This is an optimization exercise on Yosys and OpenROAD, whose aim is a short achievable clock period and few clock cycles, not a production implementation. The RTL was checked by simulation tests, not by an equivalence proof against the original design. Power figures rest on the tool's default switching activity, not on a simulated workload.

==> flow/design.v (excerpt) <==
module CPU(
    input clk,
    input reset, reset_btb,
    input [31:0] idata,
    output [31:0] iaddr,
    input [31:0] drdata,
    output [31:0] daddr,
    output [31:0] dwdata,
    output [3:0] we,
    output [31:0] x31,
    output [31:0] pc
);
Size: about 7800 cells after synthesis, ~100000 um2 of cells after synthesis.
export LEC_CHECK = 0
export CAP_MARGIN = 20
export CORE_MARGIN = 2
export CORE_UTILIZATION = 40
export SLEW_MARGIN = 20
export SYNTH_HIERARCHICAL = 1
create_clock -name core_clock -period 10.0 [get_ports {clk}]
standard.sh (not shown) runs the stock make flow with config.mk's settings and CLKGATE_MAP_FILE= SYNTH_SCRIPT=/design/flow/synth_recipe.tcl, a recipe that flattens the netlist after the stock synthesis.
==> flow/flow/run.sh <==
#!/bin/bash
set -euo pipefail
cd "$(dirname "$0")/.."
MARGIN=6.5
bash standard.sh synth > synth.log 2>&1
sed "s/\"\${@:-finish}\"/SETUP_SLACK_MARGIN=$MARGIN \"\${@:-finish}\"/" standard.sh > standard_margin.sh
grep -q "SETUP_SLACK_MARGIN=$MARGIN" standard_margin.sh
bash standard_margin.sh finish > layout.log 2>&1
test -f out/final.def
Testbench counts at the start, summed over its fixed seeds: cycles 79,097.
Edit:
--- a/flow/design.v
+++ b/flow/design.v
@@ -200,24 +200,16 @@
                       (w_wen && w_rd == rs2) ? w_res : rf[rs2];
     wire fa_em = e_v & e_wen & (e_rd == rs1) & use1;
     wire fb_em = e_v & e_wen & (e_rd == rs2) & use2;
     wire [31:0] res;
     wire [31:0] fa = e_a;
     wire [31:0] in2 = e_b;
     wire [31:0] sd = e_sd;
-    wire z_src = o_br & (f3[2:1] == 2'b00) & (rs2 == 5'd0) & (rs1 != 5'd0) &
-                 e_v & e_wen & (e_rd == rs1) & e_s_add & ~e_ld;
-    wire z_zero = ((e_a ^ e_b) == {e_a[30:0] | e_b[30:0], 1'b0});
-    wire z_tk = f3[0] ? ~z_zero : z_zero;
-    wire pn_tg = d_pn == d_tg;
-    wire pn_seq = d_pn == d_seq;
-    wire d_redir = z_src ? (z_tk ? ~pn_tg : ~pn_seq) : d_red;
-    wire [31:0] d_rtgt = (z_src & ~z_tk) ? d_seq : d_tg;
-    wire id_redir_c = d_v & d_redir & ~stall;
-    wire [31:0] pc_early = stall ? pc_f : id_redir_c ? d_rtgt : f_pn;
+    wire id_redir_c = d_v & d_red & ~stall;
+    wire [31:0] pc_early = stall ? pc_f : id_redir_c ? d_tg : f_pn;
     wire dv_early = ~id_redir_c & (stall ? d_v : 1'b1);
     wire ev_early = d_v & ~stall;
     wire ewen_early = d_v & ~stall & wen_d;
     wire take, ex_mis, dv_next, ev_next, ewen_next;
     exu u_exu(.a(fa), .b(in2), .f3(e_f3),
               .s_add(e_s_add), .s_sub(e_s_sub), .s_and(e_s_and), .s_or(e_s_or), .s_xor(e_s_xor),
               .s_sll(e_s_sll), .s_srl(e_s_srl), .s_sra(e_s_sra), .s_slt(e_s_slt), .s_sltu(e_s_sltu),
@@ -301,16 +293,16 @@
         e_i <= ialu;
         e_pre <= pre_d;
         e_s_add <= s_add; e_s_sub <= s_sub; e_s_and <= s_and; e_s_or <= s_or; e_s_xor <= s_xor;
         e_s_sll <= s_sll; e_s_srl <= s_srl; e_s_sra <= s_sra; e_s_slt <= s_slt; e_s_sltu <= s_sltu;
         e_s_pre <= s_pre;
         e_seq <= d_seq;
         e_tgt <= d_tg;
-        e_m_t <= ~z_src & ~d_red & ~pn_tg;
-        e_m_nt <= ~z_src & (o_jal ? ~d_red & ~pn_tg : d_red ? (d_tg != d_seq) : ~pn_seq);
+        e_m_t <= ~d_red & (d_pn != d_tg);
+        e_m_nt <= o_jal ? ~d_red & (d_pn != d_tg) : d_red ? (d_tg != d_seq) : (d_pn != d_seq);
         e_pn <= d_pn;
         e_pc <= d_pc;
         e_hit <= d_hit;
         e_hidx <= d_hidx;
         e_ctr <= d_ctr;
         m_rd <= e_rd;
         m_ld <= e_ld;
What happened:
- The changed run ran to the end with no violations
- first-iteration DRC count shrinks by 9.9%
- area after synthesis shrinks by 1.7%
- wire length grows by 0.98%
- setup slack improves by 560 ps
- hold slack improves by 35 ps
- die area shrinks by 1.7%
- final area shrinks by 1.9%
Testbench counts after the change, summed over its fixed seeds: cycles 80,066.

========
before:
Another version of the RTL of CPU (not shown whole).
Size: roughly 8200 cells after synthesis, ~230 I/O pins, ~110000 sq um of cells after synthesis.
==> flow/config.mk <==
export PLATFORM = sky130hd
export DESIGN_NAME = CPU
export DESIGN_NICKNAME = CPU
export VERILOG_FILES = /design/flow/design.v
export SDC_FILE = /design/flow/constraint.sdc
export NUM_CORES = 4
export LEC_CHECK = 0
export CAP_MARGIN = 20
export CORE_MARGIN = 2
export CORE_UTILIZATION = 40
export SLEW_MARGIN = 20
export SYNTH_HIERARCHICAL = 1
==> flow/constraint.sdc <==
create_clock -name core_clock -period 10.0 [get_ports {clk}]
set_input_delay 2.0000 -clock core_clock [delete_from_list [all_inputs] [get_ports {clk}]]
set_output_delay 2.0000 -clock core_clock [all_outputs]
set_load 0.01 [all_outputs]
Scripts as last shown in full above: flow/flow/run.sh
Testbench counts of before, summed over its fixed seeds: cycles 80,066.
What after does differently from before at the input level:
diff --git a/flow/design.v b/flow/design.v
--- a/flow/design.v
+++ b/flow/design.v
@@ -16,22 +16,24 @@
     reg [31:0] pc_f;
     reg        d_v;
     reg [31:0] d_ins;
     reg [31:0] d_pc;
     reg [31:0] d_pn;         
     reg [21:0] d_jlo;        
     reg [13:0] d_blo;        
     reg [10:0] d_jhp, d_jhm;  
     reg [18:0] d_bhp, d_bhm;  
     reg [31:0] d_seq;        
     reg        d_hit;
+    reg        d_use1, d_use2;   
+    reg        d_stp;        
     reg [NBL-1:0] d_hidx;
     reg [1:0]  d_ctr;
     reg        e_v;
     reg        e_wen;
     reg [4:0]  e_rd;
     reg        e_ld, e_st, e_br, e_jal, e_jalr;
     reg [2:0]  e_f3;
     reg [31:0] e_a, e_b, e_sd, e_i, e_pre;
     reg        e_s_add, e_s_sub, e_s_and, e_s_or, e_s_xor, e_s_sll, e_s_srl, e_s_sra, e_s_slt, e_s_sltu, e_s_pre;
     reg [31:0] e_seq, e_tgt;
     reg        e_m_t, e_m_nt;
@@ -102,22 +104,31 @@
     wire [21:0] f_jlo;
     wire [13:0] f_blo;
     addw #(21) u_fja(.a(pc_f[20:0]), .b({idata[31], idata[19:12], idata[20], idata[30:21], 1'b0}), .s(f_jlo));
     addw #(13) u_fba(.a(pc_f[12:0]), .b({idata[31], idata[7], idata[30:25], idata[11:8], 1'b0}), .s(f_blo));
     wire [31:0] f_seq = pc_f + 32'd4;
     wire [31:0] f_pn0 = (f_hit & f_ctr[1]) ? f_btgt : f_seq;
     wire [18:0] f_bhp, f_bhm;
     incdec #(19) u_fbh(.x(pc_f[31:13]), .p(f_bhp), .m(f_bhm));
     wire [10:0] f_jhp, f_jhm;
     incdec #(11) u_fjh(.x(pc_f[31:21]), .p(f_jhp), .m(f_jhm));
     wire [31:0] f_pn = f_pn0;
+    wire [6:0] f_op = idata[6:0];
+    wire f_jal = f_op == 7'b1101111;
+    wire f_br = f_op == 7'b1100011;
+    wire [2:0] f_f3 = idata[14:12];
+    wire f_use1 = ~((f_op == 7'b0110111) | (f_op == 7'b0010111) | f_jal);
+    wire f_use2 = f_br | (f_op == 7'b0100011) | (f_op == 7'b0110011);
+    wire f_stp = f_jal | (f_br & ((idata[19:15] == idata[24:20]) ?
+                                  ((f_f3 == 3'd0) | (f_f3 == 3'd5) | (f_f3 == 3'd7)) :
+                                  (idata[31] | (f_f3 == 3'd1))));
     wire [31:0] ins = d_ins;
     wire [6:0] opc = ins[6:0];
     wire [2:0] f3 = ins[14:12];
     wire [6:0] f7 = ins[31:25];
     wire [4:0] rs1 = ins[19:15];
     wire [4:0] rs2 = ins[24:20];
     wire [4:0] rd  = ins[11:7];
     wire o_lui   = opc == 7'b0110111;
     wire o_auipc = opc == 7'b0010111;
     wire o_jal   = opc == 7'b1101111;
     wire o_jalr  = opc == 7'b1100111;
@@ -176,36 +187,34 @@
                 end
                 3'd1: begin s_sll = 1; wr = (f7 == 7'h00); end
                 3'd2: begin s_slt = 1; wr = (f7 == 7'h00); end
                 3'd3: begin s_sltu = 1; wr = (f7 == 7'h00); end
                 3'd4: begin s_xor = 1; wr = (f7 == 7'h00); end
                 3'd6: begin s_or = 1; wr = (f7 == 7'h00); end
                 default: begin s_and = 1; wr = (f7 == 7'h00); end
             endcase
         end
     end
     wire wen_d = wr & (rd != 5'd0);
-    wire use1 = ~(o_lui | o_auipc | o_jal);
-    wire use2 = o_br | o_st | o_op;
+    wire use1 = d_use1;
+    wire use2 = d_use2;
     wire [31:0] d_au = {d_pc[31:12] + ins[31:12], d_pc[11:0]};
     wire [31:0] d_tgj, d_tgb;
     sel3 #(11) u_hj(.x(d_pc[31:21]), .p(d_jhp), .m(d_jhm), .c(d_jlo[21]), .s(ins[31]), .o(d_tgj[31:21]));
     sel3 #(19) u_hb(.x(d_pc[31:13]), .p(d_bhp), .m(d_bhm), .c(d_blo[13]), .s(ins[31]), .o(d_tgb[31:13]));
     assign d_tgj[20:0] = d_jlo[20:0];
     assign d_tgb[12:0] = d_blo[12:0];
     wire [31:0] d_tg = o_jal ? d_tgj : d_tgb;
     wire [31:0] pre_d = o_lui ? imm_u : o_auipc ? d_au : d_seq;
-    wire d_st = o_jal | (o_br & ((rs1 == rs2) ? ((f3 == 3'd0) | (f3 == 3'd5) | (f3 == 3'd7))
-                                              : (ins[31] | (f3 == 3'd1))));
-    wire d_red = ~d_hit & d_st;
-    wire stall = d_v & e_v & e_ld & e_wen &
+    wire d_red = ~d_hit & d_stp;
+    wire stall = d_v & e_ld & e_wen &
                  ((use1 & (rs1 == e_rd)) | (use2 & (rs2 == e_rd)));
     wire [31:0] m_out;
     wire [31:0] rv1 = (rs1 == 5'd0) ? 32'd0 :
                       (m_wen && m_rd == rs1) ? m_out :
                       (w_wen && w_rd == rs1) ? w_res : rf[rs1];
     wire [31:0] rv2 = (rs2 == 5'd0) ? 32'd0 :
                       (m_wen && m_rd == rs2) ? m_out :
                       (w_wen && w_rd == rs2) ? w_res : rf[rs2];
     wire fa_em = e_v & e_wen & (e_rd == rs1) & use1;
     wire fb_em = e_v & e_wen & (e_rd == rs2) & use2;
     wire [31:0] res;
@@ -304,22 +313,25 @@
             d_ins <= idata;
             d_pc <= pc_f;
             d_pn <= f_pn;
             d_jlo <= f_jlo;
             d_blo <= f_blo;
             d_jhp <= f_jhp;
             d_jhm <= f_jhm;
             d_bhp <= f_bhp;
             d_bhm <= f_bhm;
             d_seq <= f_seq;
             d_hit <= f_hit;
+            d_use1 <= f_use1;
+            d_use2 <= f_use2;
+            d_stp <= f_stp;
             d_hidx <= f_hidx;
             d_ctr <= f_ctr;
         end
         e_rd <= rd;
         e_ld <= o_ld;
         e_st <= o_st;
         e_br <= o_br;
         e_jal <= o_jal;
         e_jalr <= o_jalr;
         e_f3 <= f3;
         e_a <= a_d;
## What came out
[compare] base=before new=after: static leakage power about even; fraction of layout cells with a size suffix above 1 rose 0.89 points; total area of sequential cells about even; sequential share of layout area rose 0.25 points. When after is set beside before, its maximum clock rate turns out to be about 0.45% smaller. Delta (after minus before): worst hold slack dropped 39 ps, utilization climbed 0.23 points, post-route total power climbed about 0.64%, total instance count after detailed placement dropped 118, summed area of non-filler cells in the final layout barely changed. after gives less routed wire length than before did. Relative to before, the final critical delay including setup and external delays of after is higher by 17 ps. after ends up with a area of the core region that is 0.78% lower than in before.
Testbench counts of after, summed over its fixed seeds: cycles 80,066.

what the ideal ports hide:
How much do the figures lean on ideal ports? The routed layouts below were timed once more, with nothing changed but the port constraints.
Step 1, drivers: a clkbuf_16 drives clk and a buf_2 each remaining input, both assumed.
Step 2 also shifts input and output timing later by t, the mid clock arrival at the registers, as if the neighbouring blocks saw the same clock.
Slacks: no drivers / after step 1 / after step 2; pairs: no drivers / after step 1.
| run | t, ns | setup WS [ns] | worst hold slack (ns) | clock arrival spread, ns |
|---|---|---|---|---|
| the first run of note 1 | 0.960 | 5.390 / 5.390 / 5.390 | 0.290 / 0.290 / 0.290 | 0.096 / 0.096 |
| the second run of note 1 | 0.965 | 5.949 / 5.949 / 5.513 | 0.325 / 0.325 / 0.325 | 0.117 / 0.116 |
| before | 0.986 | 6.368 / 6.401 / 5.458 | 0.314 / 0.314 / 0.314 | 0.127 / 0.127 |
| after | 0.998 | 6.351 / 6.351 / 5.450 | 0.275 / 0.275 / 0.275 | 0.129 / 0.129 |
After both steps every run listed still meets setup and hold. For before, which loses most, drivers alone change the setup slack by +0.033 ns; drivers and shift together by -0.910 ns.
